This is an optimization exercise on Yosys and OpenROAD, whose aim is small area, not a production implementation.
Function was checked by simulation only, so behaviour that the tests miss may differ from the original.
The clock input has no modelled driver; a real chip could not lean on it and would need a root buffer or a full tree.
Power figures rest on the tool's default switching activity, not on a simulated workload.

==> inputs of v36 <==
==> flow/design.v <==
`timescale 1ns/1ps
module VgaPong (
  output              io_h_sync,
  output              io_v_sync,
  output              io_r,
  output              io_g,
  output              io_b,
  input               io_advance,
  input               clk,
  input               reset
);
  localparam [5:0] HB_OFS = 6'd14;     
  localparam [6:0] K_OFS  = 7'd3;      
  localparam [1:0] VA_OFS = 2'd1;      
  localparam [6:0] VQ_OFS = 7'd46;
  localparam [5:0] T_OFS  = 6'd4;      
  localparam [3:0] HR_OFS = 4'd4;      
  reg  [5:0] hb_r;
  wire [5:0]  hb = hb_r ^ (6'd20 + HB_OFS);  
  reg  [3:0]  ha_r;
  wire [3:0]  ha = ha_r ^ 4'd15;  
  reg         vb;    
  reg  [6:0] k1_r;
  wire [6:0]  k1 = k1_r ^ K_OFS;    
  reg  [6:0] k2_r;
  wire [6:0]  k2 = k2_r ^ K_OFS;
  reg  [1:0] va_r;
  wire [1:0]  va = va_r ^ (2'd2 + VA_OFS);    
  reg  [6:0] vq_r;
  wire [6:0]  vq = vq_r ^ VQ_OFS;    
  reg  [5:0] sec_r;
  wire [5:0]  sec = sec_r ^ T_OFS;   
  reg  [5:0] min_r;
  wire [5:0]  min = min_r ^ T_OFS;   
  reg  [3:0] hr_r;
  wire [3:0]  hr = hr_r ^ HR_OFS;    
  function automatic [7:0] inc7(input [6:0] q, input ci);
    integer i; reg t;
    begin
      t = ci;
      for (i = 0; i < 7; i = i + 1) begin
        inc7[i] = q[i] ^ t;
        t = q[i] & t;
      end
      inc7[7] = t;
    end
  endfunction
  function automatic [6:0] inc6(input [5:0] q, input ci);
    integer i; reg t;
    begin
      t = ci;
      for (i = 0; i < 6; i = i + 1) begin
        inc6[i] = q[i] ^ t;
        t = q[i] & t;
      end
      inc6[6] = t;
    end
  endfunction
  function automatic [4:0] inc4(input [3:0] q, input ci);
    integer i; reg t;
    begin
      t = ci;
      for (i = 0; i < 4; i = i + 1) begin
        inc4[i] = q[i] ^ t;
        t = q[i] & t;
      end
      inc4[4] = t;
    end
  endfunction
  function automatic [2:0] inc2(input [1:0] q, input ci);
    begin
      inc2[0] = q[0] ^ ci;
      inc2[1] = q[1] ^ (q[0] & ci);
      inc2[2] = q[1] & q[0] & ci;
    end
  endfunction
  wire [6:0]  hb_n = inc6(hb, 1'b1);
  wire [4:0]  ha_n = inc4(ha, hb_n[6]);
  wire        h_c  = (&ha) & (hb == 6'd19 + HB_OFS);  
  wire        l2   = h_c & vb;                    
  wire [7:0]  k1_n = inc7(k1, l2);
  wire [7:0]  k2_n = inc7(k2, k1_n[7]);
  wire        tick = k2_n[7];                     
  wire [2:0]  va_n = inc2(va, l2);
  wire        fend = va_n[2] & vq[2] & vq[0] & ~vq[5] & ~vq[6];
  wire [7:0]  vq_n = inc7(vq, va_n[2]);
  wire [6:0]  s_n  = inc6(sec, tick | io_advance);
  wire [6:0]  m_n  = inc6(min, s_n[6]);
  wire [4:0]  hr_n = inc4(hr, m_n[6]);
  always @(posedge clk or posedge reset) begin
    if (reset) begin
      hb_r  <= 6'd0;
      ha_r <= 4'd0;
      vb  <= 1'b0;
      k1_r  <= 7'd0;
      k2_r  <= 7'd0;
      va_r  <= 2'd0;
      vq_r  <= 7'd0;
      sec_r <= 6'd0;
      min_r <= 6'd0;
      hr_r  <= 4'd0;
    end else begin
      hb_r  <= (hb_n[5:0] | ({6{hb_n[6]}} & HB_OFS)) ^ (6'd20 + HB_OFS);
      ha_r <= ha_n[3:0] ^ 4'd15;
      vb  <= vb ^ h_c;
      k1_r  <= (k1_n[6:0] | ({7{k1_n[7]}} & K_OFS)) ^ K_OFS;
      k2_r  <= (k2_n[6:0] | ({7{k2_n[7]}} & K_OFS)) ^ K_OFS;
      va_r  <= (va_n[1:0] | {fend, va_n[2]}) ^ (2'd2 + VA_OFS);
      vq_r  <= (vq_n[6:0] | ({7{fend}} & 7'd40)) ^ VQ_OFS;
      sec_r <= (s_n[5:0]  | ({6{s_n[6]}}  & T_OFS)) ^ T_OFS;
      min_r <= (m_n[5:0]  | ({6{m_n[6]}}  & T_OFS)) ^ T_OFS;
      hr_r  <= (hr_n[3:0] | ({4{hr_n[4]}} & HR_OFS)) ^ HR_OFS;
    end
  end
  function automatic eq7(input [6:0] x, input integer k);
    integer i; reg g;
    begin
      g = 1'b1;
      for (i = 0; i < 7; i = i + 1)
        g = g & (k[i] ? x[i] : ~x[i]);
      eq7 = g;
    end
  endfunction
  function automatic ge6(input [5:0] x, input integer k);
    integer i; reg g;
    begin
      g = 1'b1;
      for (i = 0; i < 6; i = i + 1)
        g = k[i] ? (x[i] & g) : (x[i] | g);
      ge6 = g;
    end
  endfunction
  function automatic ge7(input [6:0] x, input integer k);
    integer i; reg g;
    begin
      g = 1'b1;
      for (i = 0; i < 7; i = i + 1)
        g = k[i] ? (x[i] & g) : (x[i] | g);
      ge7 = g;
    end
  endfunction
  wire vq_hi = ~vq[6] & ~vq[5];                   
  wire [1:0] vav = va - VA_OFS;
  wire r0 = (vav == 2'd0) & ~vb;
  wire r1 = (vav == 2'd0) & vb;
  wire b10 = ge6(hb, 10 + HB_OFS);
  wire b20 = ge6(hb, 20 + HB_OFS);
  wire b30 = ge6(hb, 30 + HB_OFS);
  wire b33 = ge6(hb, 33 + HB_OFS);
  wire b36 = ge6(hb, 36 + HB_OFS);
  wire b40 = ge6(hb, 40 + HB_OFS);
  wire [15:0] a = 16'd1 << ha;
  wire h_sync_n = (a[15] & b36) | a[0] | (a[1] & ~b33);
  wire v_sync_n = eq7(vq, (2 + VQ_OFS) & 127) & (vav[1] | (vav[0] & vb));
  wire active   = ((a[2] & b30) | (ha >= 4'd3 & ha <= 4'd14) | (a[15] & ~b20)) & (vq_hi | ge7(vq, 8 + VQ_OFS));
  wire frame_y  = ~(vq_hi | ge7(vq, 9 + VQ_OFS)) | (eq7(vq, (9 + VQ_OFS) & 127) & ~vav[1]) | eq7(vq, (87 + VQ_OFS) & 127) | (eq7(vq, (86 + VQ_OFS) & 127) & (vav != 2'd0));
  wire frame    = (a[2] & ~b40) | (a[15] & b10) | frame_y;
  wire grid_x   = (a[3] & b40) | (ha >= 4'd4 & ha <= 4'd13) | (a[14] & ~b10);
  wire on0      = eq7(vq, (18 + VQ_OFS) & 127) | eq7(vq, (23 + VQ_OFS) & 127) | eq7(vq, (28 + VQ_OFS) & 127) | eq7(vq, (33 + VQ_OFS) & 127) | eq7(vq, (38 + VQ_OFS) & 127) |
                  eq7(vq, (43 + VQ_OFS) & 127) | eq7(vq, (48 + VQ_OFS) & 127) | eq7(vq, (53 + VQ_OFS) & 127) | eq7(vq, (58 + VQ_OFS) & 127) | eq7(vq, (63 + VQ_OFS) & 127) |
                  eq7(vq, (68 + VQ_OFS) & 127) | eq7(vq, (73 + VQ_OFS) & 127) | eq7(vq, (78 + VQ_OFS) & 127);
  wire on1      = eq7(vq, (18 + VQ_OFS) & 127) | eq7(vq, (33 + VQ_OFS) & 127) | eq7(vq, (48 + VQ_OFS) & 127) | eq7(vq, (63 + VQ_OFS) & 127) | eq7(vq, (78 + VQ_OFS) & 127);
  wire grid     = grid_x & ((r0 & on0) | (r1 & on1));
  wire sec_x    = a[11] | a[12];
  wire min_x    = a[8] | a[9];
  wire hr_x     = a[5] | a[6];
  wire sel_s    = ha >= 4'd10;                    
  wire sel_m    = ha >= 4'd7;                     
  wire [3:0] hv = hr - HR_OFS;
  wire [5:0] h5 = {hv, 2'b00} + {2'b00, hv} + T_OFS;
  wire [5:0] w  = sel_s ? sec : sel_m ? min : h5;
  function automatic carry7(input [6:0] a, input [6:0] b);
    integer i; reg c;
    begin
      c = 1'b0;
      for (i = 0; i < 7; i = i + 1)
        c = (a[i] & b[i]) | (c & (a[i] | b[i]));
      carry7 = c;
    end
  endfunction
  wire le420    = ~(vq_hi | ge7(vq, 78 + VQ_OFS)) | (eq7(vq, (78 + VQ_OFS) & 127) & r0);
  wire bar_y    = carry7(vq, {1'b0, w}) & le420;
  wire bar      = bar_y & (sec_x | min_x | hr_x);
  wire sbar     = bar_y & sec_x;
  assign io_h_sync = ~h_sync_n;
  assign io_v_sync = ~v_sync_n;
  assign io_r = active & (frame | grid | sbar);
  assign io_g = active & (frame | (~grid & bar));
  assign io_b = active & (frame | (~grid & sbar));
endmodule
==> flow/flow/run.sh <==
#!/bin/bash
# Layout flow: the standard ORFS flow (standard.sh), with
#  - technology mapping in synthesis by the best of several ABC scripts,
#    without full/half adder extraction (flow/synth_abc.tcl; registers and
#    the rest of synthesis unchanged),
#  - three clock buffers in place of a clock tree (flow/pre_cts.tcl),
#  - minimum-size port buffers.
# Each tool's output goes to the ORFS logs; make's output to standard.log.
set -euo pipefail
W=$PWD
export FLOW_FLOW_DIR=$W/flow
{
  head -n 1 synth_recipe.tcl
  echo "source $W/flow/synth_abc.tcl"
  tail -n +2 synth_recipe.tcl
} > my_synth.tcl
export FLOW_CLKBUF=sky130_fd_sc_hd__clkbuf_8
export FLOW_CLK_GROUPS=3
bash standard.sh finish SYNTH_SCRIPT=$W/my_synth.tcl \
  "PRE_CTS_TCL=$W/flow/pre_cts.tcl" \
  "BUFFER_PORTS_ARGS=-buffer_cell sky130_fd_sc_hd__buf_1" > standard.log 2>&1
==> flow/flow/abc0.script <==
&get -n
&st
&deepsyn -J 150 -S 0 -T 200
&dch -f
&nf -R 1000
&put
==> flow/flow/abc1.script <==
&get -n
&st
&deepsyn -J 150 -S 1 -T 200
&dch -f
&nf -R 1000
&put
==> flow/flow/abc2.script <==
&get -n
&st
&deepsyn -J 150 -S 2 -T 200
&dch -f
&nf -R 1000
&put
==> flow/flow/abc3.script <==
&get -n
&st
&deepsyn -J 150 -S 3 -T 200
&dch -f
&nf -R 1000
&put
==> flow/flow/abc4.script <==
&get -n
&st
&deepsyn -J 150 -S 4 -T 200
&dch -f
&nf -R 1000
&put
==> flow/flow/abc5.script <==
&get -n
&st
&deepsyn -J 150 -S 5 -T 200
&dch -f
&nf -R 1000
&put
==> flow/flow/abc6.script <==
&get -n
&st
&deepsyn -J 150 -S 6 -T 200
&dch -f
&nf -R 1000
&put
==> flow/flow/abc7.script <==
&get -n
&st
&deepsyn -J 150 -S 7 -T 200
&dch -f
&nf -R 1000
&put
==> flow/flow/abc8.script <==
&get -n
&st
&deepsyn -J 150 -S 8 -T 200
&dch -f
&nf -R 1000
&put
==> flow/flow/abc9.script <==
&get -n
&st
&deepsyn -J 150 -S 9 -T 200
&dch -f
&nf -R 1000
&put
==> flow/flow/pre_cts.tcl <==
# Clock distribution: the registers are split into FLOW_CLK_GROUPS groups by
# position, and one clock buffer (FLOW_CLKBUF) at the centre of each group
# drives its clock pins. The clock port drives only these buffers.
set block [ord::get_db_block]
set dbu [$block getDbUnitsPerMicron]
set clk_net [$block findNet clk]
set sinks {}
foreach it [$clk_net getITerms] {
  set inst [$it getInst]
  set bb [$inst getBBox]
  set x [expr {([$bb xMin] + [$bb xMax]) / 2.0 / $dbu}]
  set y [expr {([$bb yMin] + [$bb yMax]) / 2.0 / $dbu}]
  lappend sinks [list $x $y "[$inst getName]/[[$it getMTerm] getName]"]
}
set n [llength $sinks]
set g $::env(FLOW_CLK_GROUPS)
# split into g groups of nearly equal size: sort by x into strips of whole
# groups, each strip sorted by y
set cols [expr {int(ceil(sqrt($g)))}]
set sorted [lsort -real -index 0 $sinks]
set groups {}
set done 0
set gdone 0
for {set c 0} {$c < $cols} {incr c} {
  set rows [expr {($g - $gdone) / ($cols - $c)}]
  set m [expr {int(round(double($n - $done) * $rows / ($g - $gdone)))}]
  set col [lsort -real -index 1 [lrange $sorted $done [expr {$done + $m - 1}]]]
  for {set r 0} {$r < $rows} {incr r} {
    set a [expr {int(round($r * double($m) / $rows))}]
    set b [expr {int(round(($r + 1) * double($m) / $rows)) - 1}]
    lappend groups [lrange $col $a $b]
  }
  incr done $m
  incr gdone $rows
}
set i 0
foreach grp $groups {
  set sx 0; set sy 0; set pins {}
  foreach s $grp {
    set sx [expr {$sx + [lindex $s 0]}]
    set sy [expr {$sy + [lindex $s 1]}]
    lappend pins [get_pins [lindex $s 2]]
  }
  set k [llength $grp]
  set cx [expr {$sx / $k}]
  set cy [expr {$sy / $k}]
  puts "clock buffer $i: $k sinks at ($cx, $cy)"
  insert_buffer -buffer_cell $::env(FLOW_CLKBUF) -net clk -load_pins $pins \
    -location [list $cx $cy] -buffer_name clkbuf_$i -net_name clknet_$i
  incr i
}
proc clock_tree_synthesis {args} {
  puts "clock_tree_synthesis skipped: clock buffers placed by pre_cts.tcl"
}
==> flow/flow/synth_abc.tcl <==
# Technology mapping: run yosys' abc pass once per script in flow/abc*.script
# and keep the mapping with the smallest total cell area. The full and half
# adder extraction is skipped, so that abc maps the counters' logic as well.
proc extract_fa {args} {
  puts "extract_fa skipped"
}
proc abc {args} {
  set scripts [lsort [glob $::env(FLOW_FLOW_DIR)/abc*.script]]
  set si [lsearch -exact $args -script]
  set libs {}
  foreach lib $::env(LIB_FILES) { lappend libs -liberty $lib }
  yosys design -save my_preabc
  set best ""
  set best_area 0
  foreach s $scripts {
    yosys design -load my_preabc
    set a $args
    lset a [expr {$si + 1}] $s
    yosys abc {*}$a
    set st [tee -q -s result.string stat {*}$libs]
    regexp {Chip area for module [^:]*: ([0-9.]+)} $st -> area
    puts "abc script $s: area $area"
    if {$best eq "" || $area < $best_area} {
      set best $s
      set best_area $area
    }
  }
  puts "abc script chosen: $best (area $best_area)"
  yosys design -load my_preabc
  set a $args
  lset a [expr {$si + 1}] $best
  yosys abc {*}$a
}
==> flow/standard.sh <==
#!/bin/bash
# synth_recipe.tcl (not shown) runs the flow's synth.tcl, then flattens the netlist and writes it again
# the make line also repeats each setting of config.mk as NAME=value (left out here)
make -C /OpenROAD-flow-scripts/flow DESIGN_CONFIG=/design/flow/config.mk WORK_HOME=/design/flow/orfs CLKGATE_MAP_FILE= SYNTH_SCRIPT=/design/flow/synth_recipe.tcl "${@:-finish}"
==> flow/config.mk <==
export PLATFORM = sky130hd
export DESIGN_NAME = VgaPong
export DESIGN_NICKNAME = VgaPong
export VERILOG_FILES = /design/flow/design.v
export SDC_FILE = /design/flow/constraint.sdc
export NUM_CORES = 4
export LEC_CHECK = 0
export CAP_MARGIN = 20
export CORE_MARGIN = 2
export CORE_UTILIZATION = 40
export SLEW_MARGIN = 20
==> flow/constraint.sdc <==
create_clock -name core_clock -period 40.0 [get_ports {clk}]
set_input_delay 8.0000 -clock core_clock [delete_from_list [all_inputs] [get_ports {clk}]]
set_output_delay 8.0000 -clock core_clock [all_outputs]
set_load 0.01 [all_outputs]
==> v35 (differences from v36) <==
--- a/flow/design.v
+++ b/flow/design.v
@@ -18,5 +18,4 @@
   reg  [5:0] hb_r;
-  wire [5:0]  hb = hb_r ^ (6'd20 + HB_OFS);  
-  reg  [3:0]  ha_r;
-  wire [3:0]  ha = ha_r ^ 4'd15;  
+  wire [5:0]  hb = hb_r ^ HB_OFS;    
+  reg  [3:0]  ha;    
   reg         vb;    
@@ -78,3 +77,3 @@
   wire [4:0]  ha_n = inc4(ha, hb_n[6]);
-  wire        h_c  = (&ha) & (hb == 6'd19 + HB_OFS);  
+  wire        h_c  = ha_n[4];                     
   wire        l2   = h_c & vb;                    
@@ -92,3 +91,3 @@
       hb_r  <= 6'd0;
-      ha_r <= 4'd0;
+      ha  <= 4'd0;
       vb  <= 1'b0;
@@ -102,4 +101,4 @@
     end else begin
-      hb_r  <= (hb_n[5:0] | ({6{hb_n[6]}} & HB_OFS)) ^ (6'd20 + HB_OFS);
-      ha_r <= ha_n[3:0] ^ 4'd15;
+      hb_r  <= (hb_n[5:0] | ({6{hb_n[6]}} & HB_OFS)) ^ HB_OFS;
+      ha  <= ha_n[3:0];
       vb  <= vb ^ h_c;
@@ -146,14 +145,14 @@
   wire b10 = ge6(hb, 10 + HB_OFS);
+  wire b13 = ge6(hb, 13 + HB_OFS);
+  wire b16 = ge6(hb, 16 + HB_OFS);
   wire b20 = ge6(hb, 20 + HB_OFS);
   wire b30 = ge6(hb, 30 + HB_OFS);
-  wire b33 = ge6(hb, 33 + HB_OFS);
-  wire b36 = ge6(hb, 36 + HB_OFS);
   wire b40 = ge6(hb, 40 + HB_OFS);
   wire [15:0] a = 16'd1 << ha;
-  wire h_sync_n = (a[15] & b36) | a[0] | (a[1] & ~b33);
+  wire h_sync_n = (a[0] & b16) | a[1] | (a[2] & ~b13);
   wire v_sync_n = eq7(vq, (2 + VQ_OFS) & 127) & (vav[1] | (vav[0] & vb));
-  wire active   = ((a[2] & b30) | (ha >= 4'd3 & ha <= 4'd14) | (a[15] & ~b20)) & (vq_hi | ge7(vq, 8 + VQ_OFS));
+  wire active   = (ha >= 4'd4 | (a[3] & b10)) & (vq_hi | ge7(vq, 8 + VQ_OFS));
   wire frame_y  = ~(vq_hi | ge7(vq, 9 + VQ_OFS)) | (eq7(vq, (9 + VQ_OFS) & 127) & ~vav[1]) | eq7(vq, (87 + VQ_OFS) & 127) | (eq7(vq, (86 + VQ_OFS) & 127) & (vav != 2'd0));
-  wire frame    = (a[2] & ~b40) | (a[15] & b10) | frame_y;
-  wire grid_x   = (a[3] & b40) | (ha >= 4'd4 & ha <= 4'd13) | (a[14] & ~b10);
+  wire frame    = (a[3] & ~b20) | (a[15] & b40) | frame_y;
+  wire grid_x   = (a[4] & b20) | (ha >= 4'd5 & ha <= 4'd13) | (a[14] & ~b40);
   wire on0      = eq7(vq, (18 + VQ_OFS) & 127) | eq7(vq, (23 + VQ_OFS) & 127) | eq7(vq, (28 + VQ_OFS) & 127) | eq7(vq, (33 + VQ_OFS) & 127) | eq7(vq, (38 + VQ_OFS) & 127) |
@@ -163,7 +162,7 @@
   wire grid     = grid_x & ((r0 & on0) | (r1 & on1));
-  wire sec_x    = a[11] | a[12];
-  wire min_x    = a[8] | a[9];
-  wire hr_x     = a[5] | a[6];
-  wire sel_s    = ha >= 4'd10;                    
-  wire sel_m    = ha >= 4'd7;                     
+  wire sec_x    = (a[11] & b30) | a[12] | (a[13] & ~b30);
+  wire min_x    = (a[8] & b30)  | a[9]  | (a[10] & ~b30);
+  wire hr_x     = (a[5] & b30)  | a[6]  | (a[7] & ~b30);
+  wire sel_s    = ha >= 4'd11;                    
+  wire sel_m    = ha >= 4'd8;                     
   wire [3:0] hv = hr - HR_OFS;
==> flow/flow/abc0.script (replaced) <==
&get -n
&st
&deepsyn -J 50 -S 0 -T 100
&dch -f
&nf -R 1000
&put
==> flow/flow/abc1.script (replaced) <==
&get -n
&st
&deepsyn -J 50 -S 1 -T 100
&dch -f
&nf -R 1000
&put
==> flow/flow/abc2.script (replaced) <==
&get -n
&st
&deepsyn -J 50 -S 2 -T 100
&dch -f
&nf -R 1000
&put
==> flow/flow/abc3.script (replaced) <==
&get -n
&st
&deepsyn -J 50 -S 3 -T 100
&dch -f
&nf -R 1000
&put
==> flow/flow/abc4.script (replaced) <==
&get -n
&st
&deepsyn -J 50 -S 4 -T 100
&dch -f
&nf -R 1000
&put
==> flow/flow/abc5.script (replaced) <==
&get -n
&st
&deepsyn -J 50 -S 5 -T 100
&dch -f
&nf -R 1000
&put
==> flow/flow/abc6.script (replaced) <==
&get -n
&st
&deepsyn -J 50 -S 6 -T 100
&dch -f
&nf -R 1000
&put
==> flow/flow/abc7.script (replaced) <==
&get -n
&st
&deepsyn -J 50 -S 7 -T 100
&dch -f
&nf -R 1000
&put
==> flow/flow/abc8.script (replaced) <==
&get -n
&st
&deepsyn -J 50 -S 8 -T 100
&dch -f
&nf -R 1000
&put
==> flow/flow/abc9.script (replaced) <==
&get -n
&st
&deepsyn -J 50 -S 9 -T 100
&dch -f
&nf -R 1000
&put
- CORE_UTILIZATION: 40 -> 65
- PLACE_DENSITY: unset -> 0.75
==> v23 (differences from v36) <==
--- a/flow/design.v
+++ b/flow/design.v
@@ -17,21 +17,12 @@
   localparam [3:0] HR_OFS = 4'd4;      
-  reg  [5:0] hb_r;
-  wire [5:0]  hb = hb_r ^ (6'd20 + HB_OFS);  
-  reg  [3:0]  ha_r;
-  wire [3:0]  ha = ha_r ^ 4'd15;  
+  reg  [5:0]  hb;    
+  reg  [3:0]  ha;    
   reg         vb;    
-  reg  [6:0] k1_r;
-  wire [6:0]  k1 = k1_r ^ K_OFS;    
-  reg  [6:0] k2_r;
-  wire [6:0]  k2 = k2_r ^ K_OFS;
-  reg  [1:0] va_r;
-  wire [1:0]  va = va_r ^ (2'd2 + VA_OFS);    
-  reg  [6:0] vq_r;
-  wire [6:0]  vq = vq_r ^ VQ_OFS;    
-  reg  [5:0] sec_r;
-  wire [5:0]  sec = sec_r ^ T_OFS;   
-  reg  [5:0] min_r;
-  wire [5:0]  min = min_r ^ T_OFS;   
-  reg  [3:0] hr_r;
-  wire [3:0]  hr = hr_r ^ HR_OFS;    
+  reg  [6:0]  k1;    
+  reg  [6:0]  k2;
+  reg  [1:0]  va;    
+  reg  [6:0]  vq;    
+  reg  [5:0]  sec;   
+  reg  [5:0]  min;   
+  reg  [3:0]  hr;    
   function automatic [7:0] inc7(input [6:0] q, input ci);
@@ -78,3 +69,3 @@
   wire [4:0]  ha_n = inc4(ha, hb_n[6]);
-  wire        h_c  = (&ha) & (hb == 6'd19 + HB_OFS);  
+  wire        h_c  = ha_n[4];                     
   wire        l2   = h_c & vb;                    
@@ -91,23 +82,23 @@
     if (reset) begin
-      hb_r  <= 6'd0;
-      ha_r <= 4'd0;
+      hb  <= HB_OFS;
+      ha  <= 4'd0;
       vb  <= 1'b0;
-      k1_r  <= 7'd0;
-      k2_r  <= 7'd0;
-      va_r  <= 2'd0;
-      vq_r  <= 7'd0;
-      sec_r <= 6'd0;
-      min_r <= 6'd0;
-      hr_r  <= 4'd0;
+      k1  <= K_OFS;
+      k2  <= K_OFS;
+      va  <= 2'd2 + VA_OFS;
+      vq  <= VQ_OFS;
+      sec <= T_OFS;
+      min <= T_OFS;
+      hr  <= HR_OFS;
     end else begin
-      hb_r  <= (hb_n[5:0] | ({6{hb_n[6]}} & HB_OFS)) ^ (6'd20 + HB_OFS);
-      ha_r <= ha_n[3:0] ^ 4'd15;
+      hb  <= hb_n[5:0] | ({6{hb_n[6]}} & HB_OFS);
+      ha  <= ha_n[3:0];
       vb  <= vb ^ h_c;
-      k1_r  <= (k1_n[6:0] | ({7{k1_n[7]}} & K_OFS)) ^ K_OFS;
-      k2_r  <= (k2_n[6:0] | ({7{k2_n[7]}} & K_OFS)) ^ K_OFS;
-      va_r  <= (va_n[1:0] | {fend, va_n[2]}) ^ (2'd2 + VA_OFS);
-      vq_r  <= (vq_n[6:0] | ({7{fend}} & 7'd40)) ^ VQ_OFS;
-      sec_r <= (s_n[5:0]  | ({6{s_n[6]}}  & T_OFS)) ^ T_OFS;
-      min_r <= (m_n[5:0]  | ({6{m_n[6]}}  & T_OFS)) ^ T_OFS;
-      hr_r  <= (hr_n[3:0] | ({4{hr_n[4]}} & HR_OFS)) ^ HR_OFS;
+      k1  <= k1_n[6:0] | ({7{k1_n[7]}} & K_OFS);
+      k2  <= k2_n[6:0] | ({7{k2_n[7]}} & K_OFS);
+      va  <= va_n[1:0] | {fend, va_n[2]};
+      vq  <= vq_n[6:0] | ({7{fend}} & 7'd40);
+      sec <= s_n[5:0]  | ({6{s_n[6]}}  & T_OFS);
+      min <= m_n[5:0]  | ({6{m_n[6]}}  & T_OFS);
+      hr  <= hr_n[3:0] | ({4{hr_n[4]}} & HR_OFS);
     end
@@ -146,14 +137,14 @@
   wire b10 = ge6(hb, 10 + HB_OFS);
+  wire b13 = ge6(hb, 13 + HB_OFS);
+  wire b16 = ge6(hb, 16 + HB_OFS);
   wire b20 = ge6(hb, 20 + HB_OFS);
   wire b30 = ge6(hb, 30 + HB_OFS);
-  wire b33 = ge6(hb, 33 + HB_OFS);
-  wire b36 = ge6(hb, 36 + HB_OFS);
   wire b40 = ge6(hb, 40 + HB_OFS);
   wire [15:0] a = 16'd1 << ha;
-  wire h_sync_n = (a[15] & b36) | a[0] | (a[1] & ~b33);
+  wire h_sync_n = (a[0] & b16) | a[1] | (a[2] & ~b13);
   wire v_sync_n = eq7(vq, (2 + VQ_OFS) & 127) & (vav[1] | (vav[0] & vb));
-  wire active   = ((a[2] & b30) | (ha >= 4'd3 & ha <= 4'd14) | (a[15] & ~b20)) & (vq_hi | ge7(vq, 8 + VQ_OFS));
+  wire active   = (ha >= 4'd4 | (a[3] & b10)) & (vq_hi | ge7(vq, 8 + VQ_OFS));
   wire frame_y  = ~(vq_hi | ge7(vq, 9 + VQ_OFS)) | (eq7(vq, (9 + VQ_OFS) & 127) & ~vav[1]) | eq7(vq, (87 + VQ_OFS) & 127) | (eq7(vq, (86 + VQ_OFS) & 127) & (vav != 2'd0));
-  wire frame    = (a[2] & ~b40) | (a[15] & b10) | frame_y;
-  wire grid_x   = (a[3] & b40) | (ha >= 4'd4 & ha <= 4'd13) | (a[14] & ~b10);
+  wire frame    = (a[3] & ~b20) | (a[15] & b40) | frame_y;
+  wire grid_x   = (a[4] & b20) | (ha >= 4'd5 & ha <= 4'd13) | (a[14] & ~b40);
   wire on0      = eq7(vq, (18 + VQ_OFS) & 127) | eq7(vq, (23 + VQ_OFS) & 127) | eq7(vq, (28 + VQ_OFS) & 127) | eq7(vq, (33 + VQ_OFS) & 127) | eq7(vq, (38 + VQ_OFS) & 127) |
@@ -163,7 +154,7 @@
   wire grid     = grid_x & ((r0 & on0) | (r1 & on1));
-  wire sec_x    = a[11] | a[12];
-  wire min_x    = a[8] | a[9];
-  wire hr_x     = a[5] | a[6];
-  wire sel_s    = ha >= 4'd10;                    
-  wire sel_m    = ha >= 4'd7;                     
+  wire sec_x    = (a[11] & b30) | a[12] | (a[13] & ~b30);
+  wire min_x    = (a[8] & b30)  | a[9]  | (a[10] & ~b30);
+  wire hr_x     = (a[5] & b30)  | a[6]  | (a[7] & ~b30);
+  wire sel_s    = ha >= 4'd11;                    
+  wire sel_m    = ha >= 4'd8;                     
   wire [3:0] hv = hr - HR_OFS;
==> flow/flow/abc0.script (replaced) <==
&get -n
&st
&deepsyn -J 50 -S 0 -T 100
&dch -f
&nf -R 1000
&put
==> flow/flow/abc1.script (replaced) <==
&get -n
&st
&deepsyn -J 50 -S 1 -T 100
&dch -f
&nf -R 1000
&put
==> flow/flow/abc2.script (replaced) <==
&get -n
&st
&deepsyn -J 50 -S 2 -T 100
&dch -f
&nf -R 1000
&put
==> flow/flow/abc3.script (replaced) <==
&get -n
&st
&deepsyn -J 50 -S 3 -T 100
&dch -f
&nf -R 1000
&put
==> flow/flow/abc4.script (replaced) <==
&get -n
&st
&deepsyn -J 50 -S 4 -T 100
&dch -f
&nf -R 1000
&put
==> flow/flow/abc5.script (replaced) <==
&get -n
&st
&deepsyn -J 50 -S 5 -T 100
&dch -f
&nf -R 1000
&put
removed: flow/flow/abc6.script
removed: flow/flow/abc7.script
removed: flow/flow/abc8.script
removed: flow/flow/abc9.script
==> run summary <==
                                                                            v35             v23             v36
Inverter count                                                                7               8               7
Worst skew pair latency                                                 0.17 ns         0.16 ns         0.17 ns
Average instance area after synthesis                                  9.23 µm²        9.13 µm²        9.33 µm²
Worst hold slack after final layout                                    0.493 ns        0.482 ns        0.491 ns
Number of cell instances on the worst register-to-register path              23              21              20
Grt met1 use                                                              0.363           0.208           0.223
Power Density                                                       31.6 nW/µm²     31.2 nW/µm²     31.4 nW/µm²
Xor/xnor share of the synthesized area                                    0.100          0.0925           0.115
Outcome                                                          finished clean  finished clean  finished clean
Pwr Total                                                           0.0000839 W     0.0000849 W     0.0000838 W
Reg-to-reg startpoint                                                   hb_r[3]           hb[1]         ha_r[1]
Start point of the critical path                                          ha[1]           ha[0]         ha_r[1]
Total sequential power                                              0.0000584 W     0.0000584 W     0.0000581 W
End of the worst hold path                                              k2_r[2]           k2[4]         k1_r[4]
Number of global-route vias before repair                                 1,822           1,944           1,677
Share of cells above drive strength 1                                    0.0141          0.0690          0.0143
Length of routed met3 wiring                                             129 µm          110 µm          126 µm
Fraction of power consumed by combinational cells                         0.071           0.080           0.072
In every run of this note, the design's own scripts or RTL, not TritonCTS, make the clock network.

-- port drivers added, routing unchanged --
How much do the figures lean on ideal ports? The routed layouts below were timed once more, with nothing changed but the port constraints.
Step 1, drivers: a clkbuf_16 drives clk and a buf_2 each remaining input, both assumed.
Step 2 adds t to the input delays and takes it off the output delays; t is the mean of the earliest and latest rising clock arrival at the registers after step 1. Input paths then give back, and output paths get back, about the clock's delay inside the block.
a / b / c = no drivers / after step 1 / after step 2; a / b = the first two.
run | t (ns) | setup slack, ns | latest minus earliest clock arrival (ns) | pins driven straight from the clock port
v36 | 0.205 | 28.860 / 28.812 / 29.017 | 0.022 / 0.021 | 3
v35 | 0.206 | 28.501 / 28.453 / 28.659 | 0.019 / 0.020 | 3
v23 | 0.204 | 29.446 / 29.400 / 29.603 | 0.007 / 0.007 | 3
After both steps setup and hold are still met in every run listed.
